What follows belongs to an exercise in optimizing a design on an open flow for a short achievable clock period and few clock cycles; a production flow would make more cautious choices. Only simulation tests tie the RTL to the original design; equivalence was not proved. No activity file was given, so power comes from the tool's default toggle rates.

## run A
## CPU
module CPU(
    input i_clk,
    input i_reset_n,
    output [15:0] o_pc,
    input [31:0] i_instruction,
    output [15:0] o_address,
    output o_rw,
    output [31:0] o_data,
    input [31:0] i_data
);
Size in the first run: roughly 6300 cells after synthesis, about 1200 flip-flops, roughly 130 I/O pins, roughly 50000 µm² of cells after synthesis.
clock: 5.0 ns
lec_check: 0
abc_area: 1
cap_margin: 20
core_margin: 2
core_utilization: 40
cts_cluster_diameter: 80
cts_cluster_size: 30
place_density: 0.6
setup_slack_margin: 3.2
slew_margin: 20
run.sh (not shown) runs the stock make flow with config.mk's settings and CLKGATE_MAP_FILE= SYNTH_SCRIPT=/design/flow/synth_recipe.tcl, a recipe that flattens the netlist after the stock synthesis.
Run A ended with every stage complete and zero timing, DRC or antenna violations.
Testbench counts of run A, summed over its fixed seeds: cycles 32,608.
Input changes introduced in run B (baseline for comparison: run A):
- changing SETUP_SLACK_MARGIN from 3.2 to 3.0
- changing CORE_UTILIZATION from 40 to 55
- changing PLACE_DENSITY from 0.6 to 0.7
- removing CTS_CLUSTER_SIZE (formerly 30)
- removing CTS_CLUSTER_DIAMETER (formerly 80)
## What came out
- Both conditions hold for run B: the flow ran to the end and the final layout passed the timing, design-rule and antenna checks.
- Run B: global-route total usage across every layer higher than run A
- Run B: final worst-path cycle share is 0.89 points lower than what run A reported.
- Diff run A -> run B | number of cell rows | down by more than 10%
Changes in run C relative to run B:
- changing SETUP_SLACK_MARGIN from 3.0 to 3.2
- setting CTS_CLUSTER_SIZE to 20 for the first time
- setting CTS_CLUSTER_DIAMETER to 60 for the first time
- changing CORE_UTILIZATION from 55 to 40
- changing PLACE_DENSITY from 0.7 to 0.6
--- outcome ---
For run C, the critical path's slowest cell was sky130_fd_sc_hd__dfxtp_4, unlike run B, where it was sky130_fd_sc_hd__dfrtp_1.
Clock latency at the later pin of the worst-skew pair in run C is 0.05 ns higher than in run B
Summary — number of fill cells, run C relative to run B: higher, by 3895.
Run C vs run B on combinational group power: run C is the higher one.
Compared run C vs run B, and routed wire length is up in run C.
Delta (run C minus run B): combinational cell fraction of total power rose 0.7 points, design area rose about 7%.
Against run B, run C comes in 537 higher on number of standard cells in the layout, taps in and fillers out.
Wire length of the first global-routing pass: run C worse than run B
Comparing run B and run C, the lower first-pass iteration count of the detailed router is on run B.
From run B to run C the numbers moved as follows: worst hold slack went down by 0.0092 ns, global-route usage went down 7.4 points.
Input changes introduced in run D (baseline for comparison: run C):
- CORE_UTILIZATION changed from 40 to 60
- CTS_CLUSTER_DIAMETER removed (was 60)
- SETUP_SLACK_MARGIN changed from 3.2 to 2.9
- CTS_CLUSTER_SIZE removed (was 20)
- PLACE_DENSITY changed from 0.6 to 0.7
[summary]
Run D was carried through to the last stage, and its layout satisfied the timing, design-rule and antenna checks. Going from run C to run D, met3 track demand over resource +3.4 points; via count -2.7%; combinational cell fraction of total power moved down; cell depth of the worst setup path now sits at about the same level. Min detailed-route wire length per cell across run D and run C: run D.
Relative to run D, the following input files were edited for run E:
- SETUP_SLACK_MARGIN changed from 2.9 to 3.2
- CORE_UTILIZATION changed from 60 to 65
- PLACE_DENSITY changed from 0.7 to 0.75
Results
NOTE: clock-cell share of area in run E falls short of that of run D. Run E vs run D — final clock period utilization by the worst path rose 1.6 points. When the final numbers for run E and run D were put side by side, the area of the multi-input gates turned out to be greater in run E. Diff run D -> run E: worst setup slack shrank by 0.080 ns, part of the power in the clock network now smaller, wire length picked up an extra 22000 µm. On final-layout worst hold slack, run E and run D are basically level. Power share of the combinational group, run E and run D: smaller value in run D. Of run E and run D, the run reporting the lower delay of the slowest cell on the worst path was run D. Run D has a lower post-CTS setup buffer count than run E. Run E completed every stage of the flow, and the final layout passed the timing, design-rule and antenna checks.

---

CPU again, from the RTL that the note above started with.
==> flow/design.v (excerpt) <==
module CPU(
    input i_clk,
    input i_reset_n,
    output [15:0] o_pc,
    input [31:0] i_instruction,
    output [15:0] o_address,
    output o_rw,
    output [31:0] o_data,
    input [31:0] i_data
);
==> flow/config.mk <==
export PLATFORM = sky130hd
export DESIGN_NAME = CPU
export DESIGN_NICKNAME = CPU
export VERILOG_FILES = /design/flow/design.v
export SDC_FILE = /design/flow/constraint.sdc
export NUM_CORES = 4
export LEC_CHECK = 0
export ABC_AREA = 1
export CAP_MARGIN = 20
export CORE_MARGIN = 2
export CORE_UTILIZATION = 50
export PLACE_DENSITY = 0.65
export SETUP_SLACK_MARGIN = 2.8
export SLEW_MARGIN = 20
==> flow/constraint.sdc <==
create_clock -name core_clock -period 5.0 [get_ports {i_clk}]
set_input_delay 1.0000 -clock core_clock [delete_from_list [all_inputs] [get_ports {i_clk}]]
set_output_delay 1.0000 -clock core_clock [all_outputs]
set_load 0.01 [all_outputs]
Testbench counts at the start, summed over its fixed seeds: cycles 32,608.
Then changed:
CORE_UTILIZATION = 40   (was 50)
PLACE_DENSITY = 0.6   (was 0.65)
SETUP_SLACK_MARGIN = 3.2   (was 2.8)
Effect: Fmax shrinks by a few percent; via count grows by a few percent; routed wire length grows by a little under a tenth; cell count grows by a little under a tenth; clock-buffer cell count grows by 16; critical path depth shrinks by 7; setup slack degrades by 0.061 ns; die area grows by a quarter to a third; worst hold slack degrades by 0.066 ns; non-clock buffer count grows by 207.
Then changed:
CORE_UTILIZATION = 55   (was 40)
PLACE_DENSITY = 0.7   (was 0.6)
SETUP_SLACK_MARGIN = 2.9   (was 3.2)
The changed run ran to the end with no violations; design area shrinks by 8.7%; power shrinks by 2.2%; register-to-register slack gets worse by 0.11 ns; fmax grows by 3.3%; clock power hardly moves; die area shrinks by 27%; first-iteration DRC count grows by 4.7%; worst setup slack gets better by 0.073 ns; cell count shrinks by 8.0%; utilization grows by 13 points; hold slack gets better by 0.061 ns.

re-timing with driven ports:
In the flow no input, the clock included, has a driving cell. The finished layouts below were timed again as built, in two steps. Step 1, drivers: a clkbuf_16 drives i_clk and a buf_2 each remaining input, both assumed. Step 2 times the ports against the registers' clock, not the clock port: input delays grow and output delays shrink by t, the midpoint of the rising clock arrivals with the driver on. Slacks: no drivers / after step 1 / after step 2; pairs: no drivers / after step 1.
run | shift t [ns] | slack for setup (ns) | worst setup path after step 2
run A | 0.796 | 2.732 / 2.660 / 2.227 | input to register
run B | 0.781 | 2.777 / 2.704 / 2.223 | input to register
run C | 0.803 | 2.730 / 2.658 / 2.245 | input to register
run D | 0.771 | 2.763 / 2.689 / 2.169 | input to register
run E | 0.780 | 2.683 / 2.683 / 2.056 | input to register
the first run of note 2 | 0.776 | 2.778 / 2.713 / 2.045 | input to register
the second run of note 2 | 0.847 | 2.717 / 2.641 / 2.292 | input to register
the third run of note 2 | 0.772 | 2.790 / 2.727 / 2.187 | input to register
After both steps every run listed still meets setup and hold. For the first run of note 2, which loses most, drivers alone change the setup slack by -0.065 ns; drivers and shift together by -0.733 ns.
